Source: an optimization exercise on an open RTL-to-GDS flow (aim: small area and a short achievable clock period). Production flows keep margins and buffers that such runs may drop.
RTL that was checked went through simulation tests only; none was proved equivalent to the original.
Power is estimated from default activity; no workload was simulated.

Setup of the baseline:
Design FpAdd, start of the top module:
module FpAdd (
    input             iCLK,
    input      [26:0] iA,
    input      [26:0] iB,
    output reg [26:0] oSum
);
Size: ~76 flip-flops, roughly 82 I/O pins, about 0.0077 mm² of cells after synthesis.
==> module FpAdd, before the edit <==
module FpAdd (
    input             iCLK,
    input      [26:0] iA,
    input      [26:0] iB,
    output reg [26:0] oSum
);
    wire [17:0] L;
    wire [20:0] y;
    wire        cin;
    wire [7:0]  e1;
    wire        L_s;
    FpAdd_s1 u_s1 (.iA(iA), .iB(iB), .L(L), .y(y), .cin(cin), .e1(e1),
                   .L_s(L_s));
    reg [17:0] r_L;
    reg [20:0] r_y;
    reg        r_cin;
    reg [7:0]  r_e1;
    reg        r_s;
    always @(posedge iCLK) begin
        r_L   <= L;
        r_y   <= y;
        r_cin <= cin;
        r_e1  <= e1;
        r_s   <= L_s;
    end
    wire [20:0] Lw = {2'b01, r_L, 1'b0};
    wire [26:0] res;
    FpAdd_s2 u_s2 (.p(Lw ^ r_y), .g(Lw & r_y), .cin(r_cin), .e1(r_e1),
                   .sgn(r_s), .res(res));
    always @(posedge iCLK)
        oSum <= res;
endmodule
==> module FpAdd_s1, before the edit <==
module FpAdd_s1 (
    input  [26:0] iA,
    input  [26:0] iB,
    output [17:0] L,      
    output [20:0] y,      
    output        cin,    
    output [7:0]  e1,     
    output        L_s     
);
    wire        A_s = iA[26];
    wire [7:0]  A_e = iA[25:18];
    wire        B_s = iB[26];
    wire [7:0]  B_e = iB[25:18];
    wire A_larger = iA[25:1] > iB[25:1];
    assign L_s = A_larger ? A_s : B_s;
    wire [16:0] L_fr = A_larger ? iA[17:1] : iB[17:1];
    wire        L_0  = A_larger ? iA[0] : iB[0];
    wire pass = (A_e == 8'd0) | (B_e == 8'd0);
    wire [8:0]  dAB  = {1'b0, A_e} - {1'b0, B_e};
    wire [7:0]  dBA  = B_e - A_e;
    wire        A_lt = dAB[8];
    wire [7:0]  d    = A_lt ? dBA : dAB[7:0];
    wire        tie  = (A_e == B_e);
    assign e1 = (A_lt ? B_e : A_e) + 8'd1;
    wire [16:0] Y_fr = A_lt ? iA[17:1] : iB[17:1];
    wire [19:0] Ysh;
    FpAdd_align u_al (.f(Y_fr), .d(d), .w(Ysh));
    wire [19:0] W = pass ? 20'd0 :
                    (tie & ~A_larger) ? {1'b1, iA[17:1], 2'b00} : Ysh;
    wire        d_hi = |d[7:5];
    reg  [15:0] M;
    integer i;
    always @*
        for (i = 0; i < 16; i = i + 1)
            M[i] = ~d_hi & (d[4:0] >= i + 3) & (d[4:0] <= 5'd18);
    wire sticky = ~pass & (
                      |(Y_fr[15:0] & M) |
                      (~d_hi & d[4:0] == 5'd19 & |Y_fr[16:1]) |
                      (d >= 8'd20 && d <= 8'd35));
    wire        sub = A_s ^ B_s;
    assign L   = {L_fr, pass & L_0};
    assign y   = {1'b0, W} ^ {21{sub}};
    assign cin = sub & ~sticky;
endmodule
==> flow/config.mk <==
export PLATFORM = sky130hd
export DESIGN_NAME = FpAdd
export DESIGN_NICKNAME = FpAdd
export VERILOG_FILES = /design/flow/design.v
export SDC_FILE = /design/flow/constraint.sdc
export NUM_CORES = 4
export LEC_CHECK = 0
export CAP_MARGIN = 20
export CORE_MARGIN = 2
export CORE_UTILIZATION = 40
export SLEW_MARGIN = 20
==> flow/constraint.sdc <==
create_clock -name core_clock -period 10.0 [get_ports {iCLK}]
set_input_delay 2.0000 -clock core_clock [delete_from_list [all_inputs] [get_ports {iCLK}]]
set_output_delay 2.0000 -clock core_clock [all_outputs]
set_load 0.01 [all_outputs]
run.sh (not shown) runs the stock make flow with config.mk's settings and CLKGATE_MAP_FILE= SYNTH_SCRIPT=/design/flow/synth_recipe.tcl, a recipe that flattens the netlist after the stock synthesis.
--- input diff the baseline..the candidate ---
--- a/flow/design.v
+++ b/flow/design.v
@@ -4,28 +4,26 @@
     input      [26:0] iB,
     output reg [26:0] oSum
 );
-    wire [17:0] L;
-    wire [20:0] y;
+    wire [20:0] p, g;
     wire        cin;
     wire [7:0]  e1;
     wire        L_s;
-    FpAdd_s1 u_s1 (.iA(iA), .iB(iB), .L(L), .y(y), .cin(cin), .e1(e1),
+    FpAdd_s1 u_s1 (.iA(iA), .iB(iB), .p(p), .g(g), .cin(cin), .e1(e1),
                    .L_s(L_s));
-    reg [17:0] r_L;
-    reg [20:0] r_y;
+    reg [20:0] r_p;
+    reg [19:1] r_g;
     reg        r_cin;
     reg [7:0]  r_e1;
     reg        r_s;
     always @(posedge iCLK) begin
-        r_L   <= L;
-        r_y   <= y;
+        r_p   <= p;
+        r_g   <= g[19:1];
         r_cin <= cin;
         r_e1  <= e1;
         r_s   <= L_s;
     end
-    wire [20:0] Lw = {2'b01, r_L, 1'b0};
     wire [26:0] res;
-    FpAdd_s2 u_s2 (.p(Lw ^ r_y), .g(Lw & r_y), .cin(r_cin), .e1(r_e1),
+    FpAdd_s2 u_s2 (.p(r_p), .g({1'b0, r_g, 1'b0}), .cin(r_cin), .e1(r_e1),
                    .sgn(r_s), .res(res));
     always @(posedge iCLK)
         oSum <= res;
@@ -33,8 +31,8 @@
 module FpAdd_s1 (
     input  [26:0] iA,
     input  [26:0] iB,
-    output [17:0] L,      
-    output [20:0] y,      
+    output [20:0] p,      
+    output [20:0] g,      
     output        cin,    
     output [7:0]  e1,     
     output        L_s     
@@ -59,19 +57,20 @@
     FpAdd_align u_al (.f(Y_fr), .d(d), .w(Ysh));
     wire [19:0] W = pass ? 20'd0 :
                     (tie & ~A_larger) ? {1'b1, iA[17:1], 2'b00} : Ysh;
-    wire        d_hi = |d[7:5];
-    reg  [15:0] M;
-    integer i;
-    always @*
-        for (i = 0; i < 16; i = i + 1)
-            M[i] = ~d_hi & (d[4:0] >= i + 3) & (d[4:0] <= 5'd18);
-    wire sticky = ~pass & (
-                      |(Y_fr[15:0] & M) |
-                      (~d_hi & d[4:0] == 5'd19 & |Y_fr[16:1]) |
-                      (d >= 8'd20 && d <= 8'd35));
+    wire [4:0] tzA, tzB;
+    FpAdd_ctz u_tzA (.f(iA[17:1]), .tz(tzA));
+    FpAdd_ctz u_tzB (.f(iB[17:1]), .tz(tzB));
+    wire [4:0] tzY  = A_lt ? tzA : tzB;
+    wire       nzY1 = |Y_fr[16:1];
+    wire       sticky = ~pass & (
+                   (d >= 8'd3 && d <= 8'd18) ? ({3'd0, tzY} + 8'd3 <= d) :
+                   (d == 8'd19)              ? nzY1 :
+                   (d >= 8'd20 && d <= 8'd35));
+    wire [20:0] Lw  = {2'b01, L_fr, pass & L_0, 1'b0};
     wire        sub = A_s ^ B_s;
-    assign L   = {L_fr, pass & L_0};
-    assign y   = {1'b0, W} ^ {21{sub}};
+    wire [20:0] y   = {1'b0, W} ^ {21{sub}};
+    assign p   = Lw ^ y;
+    assign g   = Lw & y;
     assign cin = sub & ~sticky;
 endmodule
 module FpAdd_align (
@@ -80,6 +79,18 @@
     output [19:0] w
 );
     assign w = (d >= 8'd20) ? 20'd0 : ({1'b1, f, 2'b00} >> d[4:0]);
+endmodule
+module FpAdd_ctz (
+    input  [16:0] f,
+    output reg [4:0] tz
+);
+    integer i;
+    always @* begin
+        tz = 5'd17;
+        for (i = 16; i >= 0; i = i - 1)
+            if (f[i])
+                tz = i[4:0];
+    end
 endmodule
 module FpAdd_s2 (
     input  [20:0] p,
## What came out
Against the baseline, the final cell area of the candidate is higher. In the tables for the baseline and the candidate, detailed-route wire length reads higher with the candidate. Diff the baseline -> the candidate: number of unique standard cell types used by synthesis rose by 10, switching portion of total power rose by 1.8 points, average size of a mapped cell fell by 0.58%, via count rose by 949. [the candidate vs the baseline] worst hold path cell count: higher in the candidate. Post-synthesis instance area up about 9% in the candidate wrt the baseline.

* * *

Another version of the RTL of FpAdd (not shown whole).
Size in the first run: about 87 flip-flops.
==> module FpAdd, before the edit <==
module FpAdd (
    input             iCLK,
    input      [26:0] iA,
    input      [26:0] iB,
    output reg [26:0] oSum
);
    wire [17:0] L;
    wire [16:0] Y;
    wire [5:0]  d;
    wire        flush, sub;
    wire [7:0]  L_e;
    wire        L_s;
    FpAdd_s1 u_s1 (.iA(iA), .iB(iB), .L(L), .Y(Y), .d(d), .flush(flush),
                   .sub(sub), .L_e(L_e), .L_s(L_s));
    reg [17:0] r_L;
    reg [16:0] r_Y;
    reg [5:0]  r_d;
    reg        r_flush;
    reg        r_sub;
    reg [7:0]  r_e;
    reg        r_s;
    always @(posedge iCLK) begin
        r_L     <= L;
        r_Y     <= Y;
        r_d     <= d;
        r_flush <= flush;
        r_sub   <= sub;
        r_e     <= L_e;
        r_s     <= L_s;
    end
    wire [20:0] sum;
    wire [4:0]  lz;
    wire        zero;
    FpAdd_s2 u_s2 (.L(r_L), .Y(r_Y), .d(r_d), .flush(r_flush), .sub(r_sub),
                   .L_e(r_e), .sum(sum), .lz(lz), .zero(zero));
    reg [20:0] q_sum;
    reg [4:0]  q_lz;
    reg [7:0]  q_e;
    reg        q_s;
    reg        q_zero;
    always @(posedge iCLK) begin
        q_sum  <= sum;
        q_lz   <= lz;
        q_e    <= r_e;
        q_s    <= r_s;
        q_zero <= zero;
    end
    wire [26:0] res;
    FpAdd_s3 u_s3 (.sum(q_sum), .lz(q_lz), .L_e(q_e), .sgn(q_s),
                   .zero(q_zero), .res(res));
    always @*
        oSum = res;
endmodule
==> module FpAdd_s1, before the edit <==
module FpAdd_s1 (
    input  [26:0] iA,
    input  [26:0] iB,
    output [17:0] L,      
    output [16:0] Y,      
    output [5:0]  d,      
    output        flush,  
    output        sub,    
    output [7:0]  L_e,    
    output        L_s     
);
    wire        A_s = iA[26];
    wire [7:0]  A_e = iA[25:18];
    wire        B_s = iB[26];
    wire [7:0]  B_e = iB[25:18];
    wire pass = (A_e == 8'd0) | (B_e == 8'd0);
    wire [7:0]  dAB, dBA;
    wire        A_lt, B_lt;
    FpAdd_esub u_dAB (.a(A_e), .b(B_e), .d(dAB), .lt(A_lt));
    FpAdd_esub u_dBA (.a(B_e), .b(A_e), .d(dBA), .lt(B_lt));
    wire [7:0]  dd  = A_lt ? dBA : dAB;
    wire        tie = (A_e == B_e);
    wire A_larger = ~A_lt & (~tie | (iA[17:1] > iB[17:1]));
    assign L_s = A_larger ? A_s : B_s;
    assign L_e = A_lt ? B_e : A_e;
    assign L   = A_larger ? {iA[17:1], pass & iA[0]} : {iB[17:1], pass & iB[0]};
    assign Y   = A_larger ? iB[17:1] : iA[17:1];
    assign d     = dd[5:0];
    assign flush = pass | (dd > 8'd35);
    assign sub   = A_s ^ B_s;
endmodule
==> module FpAdd_s2, before the edit <==
module FpAdd_s2 (
    input  [17:0] L,
    input  [16:0] Y,
    input  [5:0]  d,
    input         flush,
    input         sub,
    input  [7:0]  L_e,
    output [20:0] sum,
    output reg [4:0] lz,
    output        zero
);
    wire [19:0] W = flush ? 20'd0 : ({1'b1, Y, 2'b00} >> d);
    reg  [15:0] M;
    integer i;
    always @*
        for (i = 0; i < 16; i = i + 1)
            M[i] = (d >= i + 3) & (d <= 6'd18);
    wire sticky = ~flush & (|(Y[15:0] & M) |
                            (d == 6'd19 & |Y[16:1]) |
                            (d >= 6'd20));
    wire [20:0] Lw  = {2'b01, L, 1'b0};
    wire [20:0] y   = {1'b0, W} ^ {21{sub}};
    wire        cin = sub & ~sticky;
    wire [20:0] p   = Lw ^ y;
    reg  [20:0] G, P, Gn, Pn;
    integer k, m;
    always @* begin
        G = Lw & y;
        P = p;
        for (k = 1; k < 21; k = k * 2) begin
            Gn = G; Pn = P;
            for (m = k; m < 21; m = m + 1) begin
                Gn[m] = G[m] | (P[m] & G[m-k]);
                Pn[m] = P[m] & P[m-k];
            end
            G = Gn; P = Pn;
        end
    end
    wire [20:0] c = {G[19:0] | (P[19:0] & {20{cin}}), cin};
    assign sum = p ^ c;
    integer j;
    always @* begin
        lz = 5'd21;
        for (j = 0; j < 21; j = j + 1)
            if (sum[j])
                lz = 5'd20 - j[4:0];
    end
    assign zero = (L_e == 8'd0) | (sum == 21'd0);
endmodule
==> module FpAdd_s3, before the edit <==
module FpAdd_s3 (
    input  [20:0] sum,
    input  [4:0]  lz,
    input  [7:0]  L_e,
    input         sgn,
    input         zero,
    output [26:0] res
);
    wire [20:0] norm = sum << lz;
    wire [7:0] t = L_e + 8'd1;
    wire [4:0] e_lo;
    wire       e_b;
    FpAdd_sub5 u_elo (.a(t[4:0]), .b(lz), .d(e_lo), .lt(e_b));
    wire [7:0] e_out = {e_b ? t[7:5] - 3'd1 : t[7:5], e_lo};
    assign res = zero ? 27'd0 : {sgn, e_out, norm[19:2]};
endmodule
export LEC_CHECK = 0
export ABC_AREA = 1
export CAP_MARGIN = 20
export CORE_MARGIN = 2
export CORE_UTILIZATION = 40
export SLEW_MARGIN = 20
create_clock -name core_clock -period 10.0 [get_ports {iCLK}]
standard.sh (not shown) runs the stock make flow with config.mk's settings and CLKGATE_MAP_FILE= SYNTH_SCRIPT=/design/flow/synth_recipe.tcl, a recipe that flattens the netlist after the stock synthesis.
==> flow/flow/run.sh <==
#!/bin/bash
# Standard ORFS layout, with two changes: the port buffers are buf_2 cells
# instead of the delay-buffer cell buffer_ports picks by default, and
# repair_timing aims for 5.3 ns of setup slack.
export BUFFER_PORTS_ARGS="-buffer_cell sky130_fd_sc_hd__buf_2"
export SETUP_SLACK_MARGIN=5.3
bash standard.sh > standard.log 2>&1
Edit:
--- a/flow/design.v
+++ b/flow/design.v
@@ -3,86 +3,85 @@
     input      [26:0] iA,
     input      [26:0] iB,
     output reg [26:0] oSum
 );
     wire [17:0] L;
     wire [16:0] Y;
-    wire [5:0]  d;
-    wire        flush, sub;
+    wire [7:0]  d;
+    wire        pass, sub;
     wire [7:0]  L_e;
     wire        L_s;
-    FpAdd_s1 u_s1 (.iA(iA), .iB(iB), .L(L), .Y(Y), .d(d), .flush(flush),
+    FpAdd_s1 u_s1 (.iA(iA), .iB(iB), .L(L), .Y(Y), .d(d), .pass(pass),
                    .sub(sub), .L_e(L_e), .L_s(L_s));
     reg [17:0] r_L;
     reg [16:0] r_Y;
-    reg [5:0]  r_d;
-    reg        r_flush;
+    reg [7:0]  r_d;
+    reg        r_pass;
     reg        r_sub;
     reg [7:0]  r_e;
     reg        r_s;
     always @(posedge iCLK) begin
         r_L     <= L;
         r_Y     <= Y;
         r_d     <= d;
-        r_flush <= flush;
+        r_pass  <= pass;
         r_sub   <= sub;
         r_e     <= L_e;
         r_s     <= L_s;
     end
     wire [20:0] sum;
     wire [4:0]  lz;
     wire        zero;
-    FpAdd_s2 u_s2 (.L(r_L), .Y(r_Y), .d(r_d), .flush(r_flush), .sub(r_sub),
+    FpAdd_s2 u_s2 (.L(r_L), .Y(r_Y), .d(r_d), .pass(r_pass), .sub(r_sub),
                    .L_e(r_e), .sum(sum), .lz(lz), .zero(zero));
     reg [20:0] q_sum;
     reg [4:0]  q_lz;
-    reg [7:0]  q_e;
+    reg [7:0]  q_e1;
     reg        q_s;
     reg        q_zero;
     always @(posedge iCLK) begin
         q_sum  <= sum;
         q_lz   <= lz;
-        q_e    <= r_e;
+        q_e1   <= r_e + 8'd1;
         q_s    <= r_s;
         q_zero <= zero;
     end
     wire [26:0] res;
-    FpAdd_s3 u_s3 (.sum(q_sum), .lz(q_lz), .L_e(q_e), .sgn(q_s),
+    FpAdd_s3 u_s3 (.sum(q_sum), .lz(q_lz), .e1(q_e1), .sgn(q_s),
                    .zero(q_zero), .res(res));
     always @*
         oSum = res;
 endmodule
 module FpAdd_s1 (
     input  [26:0] iA,
     input  [26:0] iB,
     output [17:0] L,      
     output [16:0] Y,      
-    output [5:0]  d,      
-    output        flush,  
+    output [7:0]  d,      
+    output        pass,   
     output        sub,    
     output [7:0]  L_e,    
     output        L_s     
 );
     wire        A_s = iA[26];
     wire [7:0]  A_e = iA[25:18];
     wire        B_s = iB[26];
     wire [7:0]  B_e = iB[25:18];
-    wire pass = (A_e == 8'd0) | (B_e == 8'd0);
+    assign pass = (A_e == 8'd0) | (B_e == 8'd0);
     wire [7:0]  dAB, dBA;
     wire        A_lt, B_lt;
     FpAdd_esub u_dAB (.a(A_e), .b(B_e), .d(dAB), .lt(A_lt));
     FpAdd_esub u_dBA (.a(B_e), .b(A_e), .d(dBA), .lt(B_lt));
     wire [7:0]  dd  = A_lt ? dBA : dAB;
     wire        tie = (A_e == B_e);
     wire A_larger = ~A_lt & (~tie | (iA[17:1] > iB[17:1]));
     assign L_s = A_larger ? A_s : B_s;
     assign L_e = A_lt ? B_e : A_e;
     assign L   = A_larger ? {iA[17:1], pass & iA[0]} : {iB[17:1], pass & iB[0]};
     assign Y   = A_larger ? iB[17:1] : iA[17:1];
-    assign d     = dd[5:0];
-    assign flush = pass | (dd > 8'd35);
+    assign d     = dd;
     assign sub   = A_s ^ B_s;
 endmodule
 module FpAdd_esub (
     input  [7:0] a,
     input  [7:0] b,
     output [7:0] d,
@@ -106,29 +105,30 @@
     assign d  = p ^ G[7:0];
     assign lt = ~G[8];
 endmodule
 module FpAdd_s2 (
     input  [17:0] L,
     input  [16:0] Y,
-    input  [5:0]  d,
-    input         flush,
+    input  [7:0]  d,
+    input         pass,
     input         sub,
     input  [7:0]  L_e,
     output [20:0] sum,
     output reg [4:0] lz,
     output        zero
 );
-    wire [19:0] W = flush ? 20'd0 : ({1'b1, Y, 2'b00} >> d);
+    wire        flush = pass | (d > 8'd35);
+    wire [19:0] W = flush ? 20'd0 : ({1'b1, Y, 2'b00} >> d[5:0]);
     reg  [15:0] M;
     integer i;
     always @*
         for (i = 0; i < 16; i = i + 1)
-            M[i] = (d >= i + 3) & (d <= 6'd18);
+            M[i] = (d[5:0] >= i + 3) & (d[5:0] <= 6'd18);
     wire sticky = ~flush & (|(Y[15:0] & M) |
-                            (d == 6'd19 & |Y[16:1]) |
-                            (d >= 6'd20));
+                            (d[5:0] == 6'd19 & |Y[16:1]) |
+                            (d[5:0] >= 6'd20));
     wire [20:0] Lw  = {2'b01, L, 1'b0};
     wire [20:0] y   = {1'b0, W} ^ {21{sub}};
     wire        cin = sub & ~sticky;
     wire [20:0] p   = Lw ^ y;
     reg  [20:0] G, P, Gn, Pn;
     integer k, m;
@@ -155,19 +155,19 @@
     end
     assign zero = (L_e == 8'd0) | (sum == 21'd0);
 endmodule
 module FpAdd_s3 (
     input  [20:0] sum,
     input  [4:0]  lz,
-    input  [7:0]  L_e,
+    input  [7:0]  e1,
     input         sgn,
     input         zero,
     output [26:0] res
 );
     wire [20:0] norm = sum << lz;
-    wire [7:0] t = L_e + 8'd1;
+    wire [7:0] t = e1;
     wire [4:0] e_lo;
     wire       e_b;
     FpAdd_sub5 u_elo (.a(t[4:0]), .b(lz), .d(e_lo), .lt(e_b));
     wire [7:0] e_out = {e_b ? t[7:5] - 3'd1 : t[7:5], e_lo};
     assign res = zero ? 27'd0 : {sgn, e_out, norm[19:2]};
 endmodule
Effect:
- via count came out lower slightly
- hold slack improves by 0.0069 ns
- global-route usage came out lower by 0.47 points
- worst setup slack is worse by 0.16 ns
- core utilization fell by 0.49 points
Function not checked in the second run of this note: the RTL went through the layout flow alone.

## separate check: timing with driven ports
How much do the figures lean on ideal ports? The routed layouts below were timed once more, with nothing changed but the port constraints.
Step 1 assumes that a clkbuf_16 drives the clock port and a buf_2 every other input.
Step 2 also shifts input and output timing later by t, the mid clock arrival at the registers, as if the neighbouring blocks saw the same clock.
a / b / c = no drivers / after step 1 / after step 2; a / b = the first two.
run | t, ns | setup slack, ns | slew at the worst register clock pin (ns)
the baseline | 0.377 | 3.460 / 3.474 / 3.098 | 0.06 / 0.06
the candidate | 0.370 | 3.307 / 3.328 / 2.958 | 0.07 / 0.07
the first run of note 2 | 0.391 | 5.565 / 5.521 / 5.284 | 0.07 / 0.07
the second run of note 2 | 0.387 | 5.410 / 5.371 / 5.238 | 0.07 / 0.07
After both steps every run listed still meets setup and hold. For the baseline, which loses most, drivers alone change the setup slack by +0.014 ns; drivers and shift together by -0.362 ns.
